Source: an optimization exercise on an open RTL-to-GDS flow (aim: small area). Production flows keep margins and buffers that such runs may drop. Where RTL was checked, it was by simulation tests only, not by an equivalence proof against the original. The clock port is modelled as an ideal driver, which makes a skipped or thinned clock tree look cheaper than it is; a real chip needs a root buffer or a tree. Power is estimated from default activity; no workload was simulated.

==> v34 <==
Design upcounter, start of the top module:
module upcounter (
    input i_clk, i_reset,
    output [7:0] o_font,
    output [3:0] o_digit
    );
    reg [1:0] q;
    reg [1:0] s;
    reg h;
    reg [3:0] d0, d1, d2, d3;
    wire q_is1 = ~q[1] & q[0];
    wire q_is3 = q[1] & ~q[0];
    wire s_adv = q_is1;
    wire tick = q_is3 & (s == 2'd0) & h;
    wire c0 = tick;
    wire c1 = c0 & d0[3] & d0[0];
    wire c2 = c1 & d1[3] & d1[0];
    wire c3 = c2 & d2[3] & d2[0];
    function [3:0] inc10(input [3:0] x);
        inc10 = {x[3] ^ (x[0] & (x[3] | (x[1] & x[2]))),
                 x[2] ^ (x[0] & x[1]),
                 x[1] ^ (x[0] & ~x[3]),
                 ~x[0]};
    endfunction
    always @(posedge i_clk or posedge i_reset) begin
        if (i_reset) begin
            q <= 2'b00;
            s <= 2'd0;
            h <= 1'b0;
            d0 <= 4'd0; d1 <= 4'd0; d2 <= 4'd0; d3 <= 4'd0;
        end else begin
            q <= {q[0], ~q[1]};
  ...
==> module upcounter, before the edit <==
module upcounter (
    input i_clk, i_reset,
    output [7:0] o_font,
    output [3:0] o_digit
    );
    reg [1:0] q;
    reg [1:0] s;
    reg h;
    reg [3:0] d0, d1, d2, d3;
    wire q_is1 = ~q[1] & q[0];
    wire q_is3 = q[1] & ~q[0];
    wire s_adv = q_is1;
    wire tick = q_is3 & (s == 2'd0) & h;
    wire c0 = tick;
    wire c1 = c0 & d0[3] & d0[0];
    wire c2 = c1 & d1[3] & d1[0];
    wire c3 = c2 & d2[3] & d2[0];
    function [3:0] inc10(input [3:0] x);
        inc10 = {x[3] ^ (x[0] & (x[3] | (x[1] & x[2]))),
                 x[2] ^ (x[0] & x[1]),
                 x[1] ^ (x[0] & ~x[3]),
                 ~x[0]};
    endfunction
    always @(posedge i_clk or posedge i_reset) begin
        if (i_reset) begin
            q <= 2'b00;
            s <= 2'd0;
            h <= 1'b0;
            d0 <= 4'd0; d1 <= 4'd0; d2 <= 4'd0; d3 <= 4'd0;
        end else begin
            q <= {q[0], ~q[1]};
            if (s_adv) begin
                s <= {s[1] ^ s[0], ~s[0]};
                if (s[1] & s[0]) h <= ~h;
            end
            if (c0) d0 <= inc10(d0);
            if (c1) d1 <= inc10(d1);
            if (c2) d2 <= inc10(d2);
            if (c3) d3 <= inc10(d3);
        end
    end
    reg [3:0] sel;
    always @(*) begin
        case (s)
            2'd0: sel = d0;
            2'd1: sel = d1;
            2'd2: sel = d2;
            default: sel = d3;
        endcase
    end
    reg [6:0] seg;
    always @(*) begin
        case (sel)
            4'd0: seg = 7'h40;
            4'd1: seg = 7'h79;
            4'd2: seg = 7'h24;
            4'd3: seg = 7'h30;
            4'd4: seg = 7'h19;
            4'd5: seg = 7'h12;
            4'd6: seg = 7'h02;
            4'd7: seg = 7'h78;
            4'd8: seg = 7'h00;
            default: seg = 7'h10;
        endcase
    end
    assign o_font = {1'b1, seg[6], seg[5:0] | {6{i_reset}}};
    assign o_digit = ~(4'b0001 << s);
endmodule
export LEC_CHECK = 0
export CAP_MARGIN = 20
export CORE_MARGIN = 2
export CORE_UTILIZATION = 40
export SLEW_MARGIN = 20
create_clock -name core_clock -period 120.0 [get_ports {i_clk}]
standard.sh (not shown) runs the stock make flow with config.mk's settings and CLKGATE_MAP_FILE= SYNTH_SCRIPT=/design/flow/synth_recipe.tcl, a recipe that flattens the netlist after the stock synthesis.
==> flow/flow/run.sh <==
#!/bin/bash
# Own layout flow: the standard ORFS flow, with
#  - the standard synthesis passes and register names, but an area-oriented ABC script
#    and no half/full-adder extraction (my_synth.tcl, area.abc);
#  - minimum-size port buffers;
#  - a small clock tree.
# Each tool's full output goes to orfs/logs (ORFS) and to flow_*.log here.
set -euo pipefail
W=$(pwd)
F=$W/flow
bash standard.sh \
  ADDER_MAP_FILE= \
  SYNTH_SCRIPT=$F/my_synth.tcl \
  MY_ABC_SCRIPT=$F/area.abc \
  "BUFFER_PORTS_ARGS=-buffer_cell sky130_fd_sc_hd__buf_1" \
  "CTS_ARGS=-sink_clustering_enable -repair_clock_nets -buf_list sky130_fd_sc_hd__clkbuf_4 -root_buf sky130_fd_sc_hd__clkbuf_4 -sink_clustering_size 30 -sink_clustering_max_diameter 300 -dont_use_dummy_load" \
  finish > $W/flow_make.log 2>&1
==> flow/flow/area.abc <==
strash
&get -n
&deepsyn -T 30
&put
dch -f
map -a
topo
==> flow/flow/my_synth.tcl <==
proc synth {args} { yosys synth -nofsm -noshare {*}$args }
proc abc {args} {
  set i [lsearch -exact $args -script]
  if { $i >= 0 } { lset args [expr { $i + 1 }] $::env(MY_ABC_SCRIPT) }
  set j [lsearch -exact $args -D]
  if { $j >= 0 } { set args [lreplace $args $j [expr { $j + 1 }]] }
  yosys abc {*}$args
}
source $::env(SCRIPTS_DIR)/synth.tcl
# left out here: clear keep_hierarchy, flatten, clean up, hide names made inside functions, write 1_2_yosys.v
==> v20 (differences from v34) <==
==> flow/design.v (replaced) <==
`timescale 1ns / 1ps
module upcounter (
    input i_clk, i_reset,
    output [7:0] o_font,
    output [3:0] o_digit
    );
    reg [1:0] q;
    reg [1:0] s;
    reg h;
    reg [15:0] r;
    wire q_is1 = ~q[1] & q[0];           
    wire q_is3 = q[1] & ~q[0];           
    wire upd = q_is3 & h;                
    wire [3:0] a = {r[1], r[2], r[3], r[4]};
    wire ea = upd & (s == 2'd0);         
    wire [3:0] b = {r[13], r[14], r[15], r[0]};
    wire a9 = a[3] & a[0];
    wire z8 = ~|r[8:1];                  
    wire z12 = z8 & ~|r[12:9];           
    wire eb = upd & ((s == 2'd0) & a9 | (s == 2'd1) & z8 | (s == 2'd2) & z12);
    function [3:0] inc10(input [3:0] x, input e);
        inc10 = {x[3] ^ (e & x[0] & (x[3] | (x[1] & x[2]))),
                 x[2] ^ (e & x[0] & x[1]),
                 x[1] ^ (e & x[0] & ~x[3]),
                 x[0] ^ e};
    endfunction
    wire [3:0] na = inc10(a, ea);
    wire [3:0] nb = inc10(b, eb);
    always @(posedge i_clk or posedge i_reset) begin
        if (i_reset) begin
            q <= 2'b00;
            s <= 2'd0;
            h <= 1'b0;
            r <= 16'd0;
        end else begin
            q <= {q[0], ~q[1]};
            if (q_is1) begin
                s <= {s[1] ^ s[0], ~s[0]};
                if (s[1] & s[0]) h <= ~h;
            end
            r <= {nb[2], nb[3], r[12:5], na[0], na[1], na[2], na[3], nb[0], nb[1]};
        end
    end
    reg [3:0] sel;
    always @(*) begin
        case (q)    
            2'b00: sel = {r[2], r[3], r[4], r[5]};    
            2'b01: sel = {r[3], r[4], r[5], r[6]};    
            2'b11: sel = {r[0], r[1], r[2], r[3]};    
            default: sel = {r[1], r[2], r[3], r[4]};  
        endcase
    end
    reg [6:0] seg;
    always @(*) begin
        case (sel)
            4'd0: seg = 7'h40;
            4'd1: seg = 7'h79;
            4'd2: seg = 7'h24;
            4'd3: seg = 7'h30;
            4'd4: seg = 7'h19;
            4'd5: seg = 7'h12;
            4'd6: seg = 7'h02;
            4'd7: seg = 7'h78;
            4'd8: seg = 7'h00;
            default: seg = 7'h10;
        endcase
    end
    assign o_font = {1'b1, seg[6], seg[5:0] | {6{i_reset}}};
    assign o_digit = ~(4'b0001 << s);
endmodule
--- a/flow/flow/run.sh
+++ b/flow/flow/run.sh
@@ -14,4 +14,5 @@
   MY_ABC_SCRIPT=$F/area.abc \
   "BUFFER_PORTS_ARGS=-buffer_cell sky130_fd_sc_hd__buf_1" \
   "CTS_ARGS=-sink_clustering_enable -repair_clock_nets -buf_list sky130_fd_sc_hd__clkbuf_4 -root_buf sky130_fd_sc_hd__clkbuf_4 -sink_clustering_size 30 -sink_clustering_max_diameter 300 -dont_use_dummy_load" \
+  POST_CTS_TCL=$F/post_cts.tcl \
   finish > $W/flow_make.log 2>&1
==> flow/flow/area.abc (replaced) <==
strash
&get -n
&deepsyn -T 30
&put
&get -n
&dch -f
&nf -a -R 1000
&put
topo
==> flow/flow/post_cts.tcl (new file) <==
# After CTS: drop a root clock buffer that only drives other clock buffers, and let the
# clock port drive those buffers (at most 3 pins) directly. The leaf buffers stay balanced.
set block [ord::get_db_block]
set clknet [$block findNet i_clk]
set roots {}
foreach it [$clknet getITerms] {
  set inst [$it getInst]
  if { [string match "sky130_fd_sc_hd__clkbuf*" [[$inst getMaster] getName]] } {
    lappend roots $inst
  }
}
if { [llength $roots] == 1 } {
  set inst [lindex $roots 0]
  set onet [[$inst findITerm X] getNet]
  set loads {}
  set all_bufs 1
  foreach lt [$onet getITerms] {
    set li [$lt getInst]
    if { $li == $inst } { continue }
    if { ![string match "sky130_fd_sc_hd__clkbuf*" [[$li getMaster] getName]] } { set all_bufs 0 }
    lappend loads $lt
  }
  if { $all_bufs && [llength $loads] >= 1 && [llength $loads] <= 3 } {
    puts "post_cts: removing root clock buffer [$inst getName], port drives [llength $loads] buffers"
    foreach lt $loads {
      $lt disconnect
      $lt connect $clknet
    }
    [$inst findITerm A] disconnect
    [$inst findITerm X] disconnect
    odb::dbInst_destroy $inst
    odb::dbNet_destroy $onet
  }
}
CORE_AREA = 2.5 2.5 61.5 61.5   (was not set)
CORE_MARGIN = not set   (was 2)
CORE_UTILIZATION = not set   (was 40)
DIE_AREA = 0 0 64 64   (was not set)
PLACE_DENSITY = 0.9   (was not set)
==> v13 (differences from v34) <==
--- a/flow/design.v
+++ b/flow/design.v
@@ -17,10 +17,7 @@
     wire c2 = c1 & d1[3] & d1[0];
     wire c3 = c2 & d2[3] & d2[0];
     function [3:0] inc10(input [3:0] x);
-        inc10 = {x[3] ^ (x[0] & (x[3] | (x[1] & x[2]))),
-                 x[2] ^ (x[0] & x[1]),
-                 x[1] ^ (x[0] & ~x[3]),
-                 ~x[0]};
+        inc10 = (x[3] & x[0]) ? 4'd0 : x + 4'd1;
     endfunction
     always @(posedge i_clk or posedge i_reset) begin
         if (i_reset) begin
@@ -31,8 +28,8 @@
         end else begin
             q <= {q[0], ~q[1]};
             if (s_adv) begin
-                s <= {s[1] ^ s[0], ~s[0]};
-                if (s[1] & s[0]) h <= ~h;
+                s <= s + 2'd1;
+                if (s == 2'd3) h <= ~h;
             end
             if (c0) d0 <= inc10(d0);
             if (c1) d1 <= inc10(d1);
==> flow/run.sh (new file) <==
#!/bin/bash
# synth_recipe.tcl (not shown) runs the flow's synth.tcl, then flattens the netlist and writes it again
# the make line also repeats each setting of config.mk as NAME=value (left out here)
make -C /OpenROAD-flow-scripts/flow DESIGN_CONFIG=/design/flow/config.mk WORK_HOME=/design/flow/orfs CLKGATE_MAP_FILE= SYNTH_SCRIPT=/design/flow/synth_recipe.tcl finish
CTS_BUF_LIST = sky130_fd_sc_hd__clkbuf_8   (was not set)
removed: flow/flow/run.sh
removed: flow/flow/area.abc
removed: flow/flow/my_synth.tcl
removed: flow/standard.sh
==> results.txt <==
In non-clock buffer count, v20 and v13 do not differ.
Between v13 and v20, the lower register-to-register slack is in v13 (gap 0.05 ns).
Against v34, the global-route usage of v13 is higher by 0.19 points.
v20 went through all stages and came out clean. v34 ran to the end with no violations. v13 passed the timing, DRC and antenna checks.
In sequential power, v20 and v13 hardly differ.
The highest clock skew belongs to v34, the lowest to v13.
For v34, only the layout was checked, not whether the RTL still works.

## what the ideal ports hide
The results above use ideal ports. As a check the final layouts listed here were re-extracted and re-timed, cells and wires unchanged. Step 1: set_driving_cell puts a clkbuf_16 on i_clk and a buf_2 on each other input, an assumption about the parent block. Step 2 moves the port delays by t, midway between the first and last clock arrival at a register: inputs arrive t later, outputs are due t later. That takes back most of the time a late clock gives input paths. a / b / c = no drivers / after step 1 / after step 2; a / b = the first two.
run | shift t [ns] | setup slack, ns | worst setup path at the end
v34 | 0.314 | 70.600 / 70.579 / 70.579 | input to output
v20 | 0.189 | 70.828 / 70.804 / 70.804 | input to output
v13 | 0.278 | 70.168 / 70.143 / 70.143 | input to output
After both steps every run listed still meets setup and hold. The setup slack of v13, which loses most, moves by -0.025 ns with the drivers and by -0.025 ns with both steps.
